Context: an optimization exercise on an open-source flow, tuned for small area. The choices shown serve that exercise and are no tape-out recipe.
At most, simulation tests tie the RTL to the original design; equivalence was not proved.
Power is estimated from default activity; no workload was simulated.

==> yarrow: inputs <==
## top
module top (input wire clk,
            input wire rst,
            input wire mic_data_1,
            input wire mic_data_2,
            output wire serial_tx,
            output wire mic_clk_1,
            output wire mic_clk_2,
            output wire sel_2,
            output wire serial_split);
==> flow/config.mk <==
export PLATFORM = sky130hd
export DESIGN_NAME = top
export DESIGN_NICKNAME = top
export VERILOG_FILES = /design/flow/design.v
export SDC_FILE = /design/flow/constraint.sdc
export NUM_CORES = 4
export LEC_CHECK = 0
export CAP_MARGIN = 20
export CORE_MARGIN = 2
export CORE_UTILIZATION = 40
export CTS_BUF_LIST = sky130_fd_sc_hd__clkbuf_8
export CTS_CLUSTER_DIAMETER = 50
export CTS_CLUSTER_SIZE = 16
export SLEW_MARGIN = 20
==> flow/constraint.sdc <==
create_clock -name core_clock -period 10.0 [get_ports {clk}]
set_input_delay 2.0000 -clock core_clock [delete_from_list [all_inputs] [get_ports {clk}]]
set_output_delay 2.0000 -clock core_clock [all_outputs]
set_load 0.01 [all_outputs]
standard.sh (not shown) runs the stock make flow with config.mk's settings and CLKGATE_MAP_FILE= SYNTH_SCRIPT=/design/flow/synth_recipe.tcl, a recipe that flattens the netlist after the stock synthesis.
==> flow/flow/run.sh <==
#!/bin/bash
# Layout flow: the standard layout, except that
#  - synthesis maps the logic with an area-oriented ABC script (no buffering
#    or upsizing in ABC); it is otherwise ORFS's synthesis with the standard flow's
#    synthesis script, so the registers are the standard synthesis's;
#  - clock tree synthesis inserts no dummy loads.
set -euo pipefail
W=$PWD
rm -rf "$W/scripts_area"
cp -r "$FLOW_HOME/scripts" "$W/scripts_area"
printf 'strash\ndc2\ndch -f\namap\n' > "$W/scripts_area/abc_area.script"
make -C "$FLOW_HOME" DESIGN_CONFIG="$W/config.mk" WORK_HOME="$W/orfs" CLKGATE_MAP_FILE= \
  SYNTH_SCRIPT="$W/synth_recipe.tcl" SCRIPTS_DIR="$W/scripts_area" ABC_AREA=1 synth \
  > "$W/synth_area.log" 2>&1
export CTS_ARGS="-sink_clustering_enable -repair_clock_nets -sink_clustering_size 8 -sink_clustering_max_diameter 30 -buf_list sky130_fd_sc_hd__clkbuf_4 -dont_use_dummy_load"
bash standard.sh > "$W/layout.log" 2>&1
==> inputs of tundra, as changes to yarrow <==
==> flow/design.v (replaced) <==
`timescale 1ns/1ns
`default_nettype none
module top (input wire clk,
            input wire rst,
            input wire mic_data_1,
            input wire mic_data_2,
            output wire serial_tx,
            output wire mic_clk_1,
            output wire mic_clk_2,
            output wire sel_2,
            output wire serial_split);
assign sel_2 = 1'b1;
reg [18:0] tc;
always @(posedge clk)
  if (rst) tc <= 19'd3;
  else     tc <= tc + 19'd1;
wire [1:0] j  = tc[1:0];
wire [7:0] p  = tc[9:2];
wire       j0 = (j == 2'd0);
wire       p0 = (p == 8'd0);
wire       p255 = (p == 8'hff);
wire pdm_clk = tc[1] ^ tc[0];
assign mic_clk_1 = pdm_clk;
assign mic_clk_2 = pdm_clk;
assign serial_split = pdm_clk;
reg fresh;
always @(posedge clk)
  if (rst) fresh <= 1'b1;
  else if (tc[2:0] == 3'd7) fresh <= 1'b0;
reg init;
always @(posedge clk)
  if (rst) init <= 1'b1;
  else if (tc[12]) init <= 1'b0;
reg u1h, u2h;
always @(posedge clk)
  if (j0) begin
    u1h <= mic_data_1;
    u2h <= mic_data_2;
  end
wire u1 = j0 ? mic_data_1 : u1h;
wire u2 = j0 ? mic_data_2 : u2h;
wire [8:0] q = {1'b0, p} - 9'd127;
reg  [3:0] dH_d, E_d, Hc_d;
always @* begin
  case (j)
    2'd0: begin dH_d = q[3:0];    E_d = 4'h0;             Hc_d = fresh ? 4'h1 : 4'h0; end
    2'd1: begin dH_d = q[7:4];    E_d = {q[0], 3'b100};   Hc_d = fresh ? 4'h4 : 4'hc; end
    2'd2: begin dH_d = {4{q[8]}}; E_d = q[4:1];           Hc_d = 4'hf; end
    default: begin dH_d = {4{q[8]}}; E_d = q[8:5];        Hc_d = 4'h3; end
  endcase
end
reg [15:0] hr;           
reg hcy, fcy, lcy, mcy;  
wire [3:0] hbase = (fresh | p0) ? Hc_d : hr[3:0];
wire [4:0] hsum  = hbase + dH_d + (j0 ? 1'b0 : hcy);
wire [3:0] Hn    = hsum[3:0];
wire [4:0] wfs   = Hn + E_d + (j0 ? 1'b0 : fcy);
wire [3:0] nE    = ~E_d;
wire [4:0] wls   = Hn + nE + (j0 ? 1'b1 : lcy);
wire [3:0] h2    = {Hn[2:0], j0 ? 1'b0 : hr[15]};
wire [3:0] nh2   = ~h2;
wire [4:0] wms   = nh2 + (j0 ? 1'b1 : mcy);
wire [3:0] Wf = wfs[3:0];
wire [3:0] Wl = wls[3:0];
wire [3:0] Wm = wms[3:0];
always @(posedge clk) begin
  hr  <= {Hn, hr[15:4]};
  hcy <= hsum[4];
  fcy <= wfs[4];
  lcy <= wls[4];
  mcy <= wms[4];
end
wire [15:0] c1_hi, c1_lo, c2_hi, c2_lo;
cicwin W1 (.clk(clk), .fresh(fresh), .j0(j0), .p0(p0), .u(u1),
           .Wf(Wf), .Wm(Wm), .Wl(Wl), .c_lo(c1_lo), .c_hi(c1_hi));
cicwin W2 (.clk(clk), .fresh(fresh), .j0(j0), .p0(p0), .u(u2),
           .Wf(Wf), .Wm(Wm), .Wl(Wl), .c_lo(c2_lo), .c_hi(c2_hi));
reg [47:0] sh;    
reg [47:0] sl;    
wire wr_h = p255;
wire wr_l = p255 & j[1];
wire [3:0] sh_in = {c2_hi[1:0], c1_hi[1:0]};
wire [7:0] sl_in = {c2_lo[3:0], c1_lo[3:0]};
always @(posedge clk) begin
  sh <= {wr_h ? sh_in : sh[3:0], sh[47:4]};
  sl <= {wr_l ? sl_in : sl[7:0], sl[47:8]};
end
reg [15:0] th;    
reg [15:0] tl;    
always @(posedge clk) begin
  th <= {wr_h ? sh[3:0] : th[3:0], th[15:4]};
  tl <= {wr_l ? sl[7:0] : tl[7:0], tl[15:8]};
end
reg [3:0] baud;
always @(posedge clk)
  if (rst) baud <= 4'd0;
  else     baud <= (baud == 4'd14) ? 4'd0 : baud + 4'd1;
wire baud_ce = (baud == 4'd7);
wire start_now = (tc[9:5] == 5'd0) && (tc[4:0] >= 5'd2) && (tc[4:0] <= 5'd16) &&
                 !(init && tc[18:10] == 9'd0);
reg transmitting;
reg [3:0] pos;
reg [1:0] chr;
always @(posedge clk)
  if (rst) begin
    transmitting <= 1'b0;
    pos <= 4'd0;
    chr <= 2'd0;
  end else if (baud_ce) begin
    if (start_now) begin
      transmitting <= 1'b1;
      pos <= 4'd0;
      chr <= 2'd0;
    end else if (transmitting) begin
      if (pos == 4'd10) begin
        transmitting <= 1'b0;
        pos <= 4'd0;
        chr <= 2'd0;
      end else if (pos == 4'd9 && chr != 2'd3) begin
        pos <= 4'd0;
        chr <= chr + 2'd1;
      end else
        pos <= pos + 4'd1;
    end
  end
wire [2:0] b = pos[2:0];
wire [3:0] tl_lane = chr[1] ? tl[3:0] : tl[7:4];
wire [1:0] th_lane = chr[1] ? th[1:0] : th[3:2];
wire fetch = chr[0] ? (j == b[2:1]) : (j[0] == b[2]);
wire fbit  = chr[0] ? th_lane[b[0]] : tl_lane[b[1:0]];
reg nb, txb;
always @(posedge clk) begin
  if (fetch)   nb  <= fbit;
  if (baud_ce) txb <= nb;
end
wire mk   = (tc[18:10] == 9'd0);    
wire dbit = init ? 1'b0 : ((mk & chr[1]) | txb);
assign serial_tx = !transmitting || (pos >= 4'd9) || ((pos != 4'd0) && dbit);
endmodule
module cicwin (input wire clk,
               input wire fresh,
               input wire j0,
               input wire p0,
               input wire u,
               input wire [3:0] Wf,
               input wire [3:0] Wm,
               input wire [3:0] Wl,
               output wire [15:0] c_lo,
               output wire [15:0] c_hi);
reg [15:0] al, bl, cl;        
reg [7:0]  ah, bh, ch;        
reg alc, blc, clc, ahc, bhc, chc;
wire keep = ~fresh & ~p0;
wire move = ~fresh & p0;
wire [3:0] a_b  = keep ? al[3:0] : 4'h0;
wire [3:0] b_b  = keep ? bl[3:0] : (move ? al[3:0] : 4'h0);
wire [3:0] c_b  = keep ? cl[3:0] : (move ? bl[3:0] : 4'h0);
wire [1:0] a_hb = keep ? ah[1:0] : 2'h0;
wire [1:0] b_hb = keep ? bh[1:0] : (move ? ah[1:0] : 2'h0);
wire [1:0] c_hb = keep ? ch[1:0] : (move ? bh[1:0] : 2'h0);
wire a_hci = j0 ? (keep & alc) : ahc;
wire b_hci = j0 ? ((keep & blc) | (move & alc)) : bhc;
wire c_hci = j0 ? ((keep & clc) | (move & blc)) : chc;
wire [4:0] a_s = a_b + (u ? Wf : 4'h0) + (j0 ? 1'b0 : alc);
wire [4:0] b_s = b_b + (u ? Wm : 4'h0) + (j0 ? 1'b0 : blc);
wire [4:0] c_s = c_b + (u ? Wl : 4'h0) + (j0 ? 1'b0 : clc);
wire [2:0] a_hs = a_hb + a_hci;
wire [2:0] b_hs = b_hb + b_hci;
wire [2:0] c_hs = c_hb + c_hci;
always @(posedge clk) begin
  al <= {a_s[3:0], al[15:4]};
  bl <= {b_s[3:0], bl[15:4]};
  cl <= {c_s[3:0], cl[15:4]};
  ah <= {a_hs[1:0], ah[7:2]};
  bh <= {b_hs[1:0], bh[7:2]};
  ch <= {c_hs[1:0], ch[7:2]};
  alc <= a_s[4]; blc <= b_s[4]; clc <= c_s[4];
  ahc <= a_hs[2]; bhc <= b_hs[2]; chc <= c_hs[2];
end
assign c_lo = cl;
assign c_hi = {8'h00, ch};
endmodule
==> flow/run.sh (new file) <==
#!/bin/bash
# synth_recipe.tcl (not shown) runs the flow's synth.tcl, then flattens the netlist and writes it again
# the make line also repeats each setting of config.mk as NAME=value (left out here)
make -C /OpenROAD-flow-scripts/flow DESIGN_CONFIG=/design/flow/config.mk WORK_HOME=/design/flow/orfs CLKGATE_MAP_FILE= SYNTH_SCRIPT=/design/flow/synth_recipe.tcl finish
Settings changed: CTS_BUF_LIST sky130_fd_sc_hd__clkbuf_8 to default, CTS_CLUSTER_DIAMETER 50 to default, CTS_CLUSTER_SIZE 16 to default.
removed: flow/flow/run.sh
removed: flow/standard.sh
==> qor.txt <==
CRITICAL PATH
---------------------------------------------------------------------
CP endpoint ............................................ W2.clc$_DFF_P_
Maximum fanout encountered on the critical timing path .           30

PLACE
---------------------------------------------------------------------
Total instance count after detailed placement ..........         1231

YOSYS
---------------------------------------------------------------------
Area contributors post-synth ........................... sky130_fd_sc_hd__dfxtp_1 (62%), sky130_fd_sc_hd__ha_1 (6.6%), sky130_fd_sc_hd__fa_1 (3.3%)
Main combinational cell family by area after synthesis . simple AND/OR/NAND/NOR gates

OUTCOME
---------------------------------------------------------------------
Status ................................................. complete, no violations

PWR
---------------------------------------------------------------------
Clk power ..............................................      1.31 mW
Tot Pwr ................................................      3.47 mW

CLOCK NETWORK
---------------------------------------------------------------------
Clock sink count .......................................          340

LAYOUT
---------------------------------------------------------------------
Antenna Diode Count ....................................            0
Non-clock buffer instance count of the final layout ....           14
Multi-input gate area in the final layout .............. 0.00369 mm^2

HOLD PATH
---------------------------------------------------------------------
Hold endpoint .......................................... W2.bl[11]$_DFF_P_

GRT
---------------------------------------------------------------------
Number of global-route vias before repair ..............         5683

STA
---------------------------------------------------------------------
Slew Limit Headroom ....................................        48.4%
Worst slew pin tran ....................................     0.752 ns

The numbers above come from tundra.

==> qor.txt <==
CRITICAL PATH
---------------------------------------------------------------------
CP endpoint ............................................ W1.al[15]$_DFF_P_
Maximum fanout encountered on the critical timing path .           33

PWR
---------------------------------------------------------------------
Tot Pwr ................................................      2.99 mW
Clk power ..............................................       649 uW

PLACE
---------------------------------------------------------------------
Total instance count after detailed placement ..........         1156

GRT
---------------------------------------------------------------------
Number of global-route vias before repair ..............         5415

HOLD PATH
---------------------------------------------------------------------
Hold endpoint .......................................... W1.al[2]$_DFF_P_

YOSYS
---------------------------------------------------------------------
Area contributors post-synth ........................... sky130_fd_sc_hd__dfxtp_1 (67%), sky130_fd_sc_hd__fa_1 (6.7%), sky130_fd_sc_hd__clkinv_1 (4.3%)

LAYOUT
---------------------------------------------------------------------
Antenna Diode Count ....................................            1
Multi-input gate area in the final layout .............. 0.00256 mm^2

OUTCOME
---------------------------------------------------------------------
Status ................................................. complete, no violations

STA
---------------------------------------------------------------------
Slew Limit Headroom ....................................        33.6%

The numbers above come from yarrow.

Function not checked in tundra: the RTL went through the layout flow alone.

-- separate check: timing with driven ports --
No port has a modelled driver above. Below, the same layouts with a new extraction and two added sets of constraints.
Step 1 sets driving cells, clkbuf_16 on the clock port and buf_2 on the other inputs (assumed; they add their load-dependent delay and slew).
Step 2 times the ports against the registers' clock, not the clock port: input delays grow and output delays shrink by t, the midpoint of the rising clock arrivals with the driver on.
a / b / c = ideal ports / drivers / drivers and shift; a / b = the first two.
run | t (ns) | slack for setup (ns) | clock arrival spread, ns
yarrow | 0.674 | 3.973 / 3.973 / 3.973 | 0.094 / 0.093
tundra | 0.548 | 5.360 / 5.341 / 5.310 | 0.021 / 0.021
After both steps every run listed still meets setup and hold. The setup slack of tundra, which loses most, moves by -0.019 ns with the drivers and by -0.050 ns with both steps.
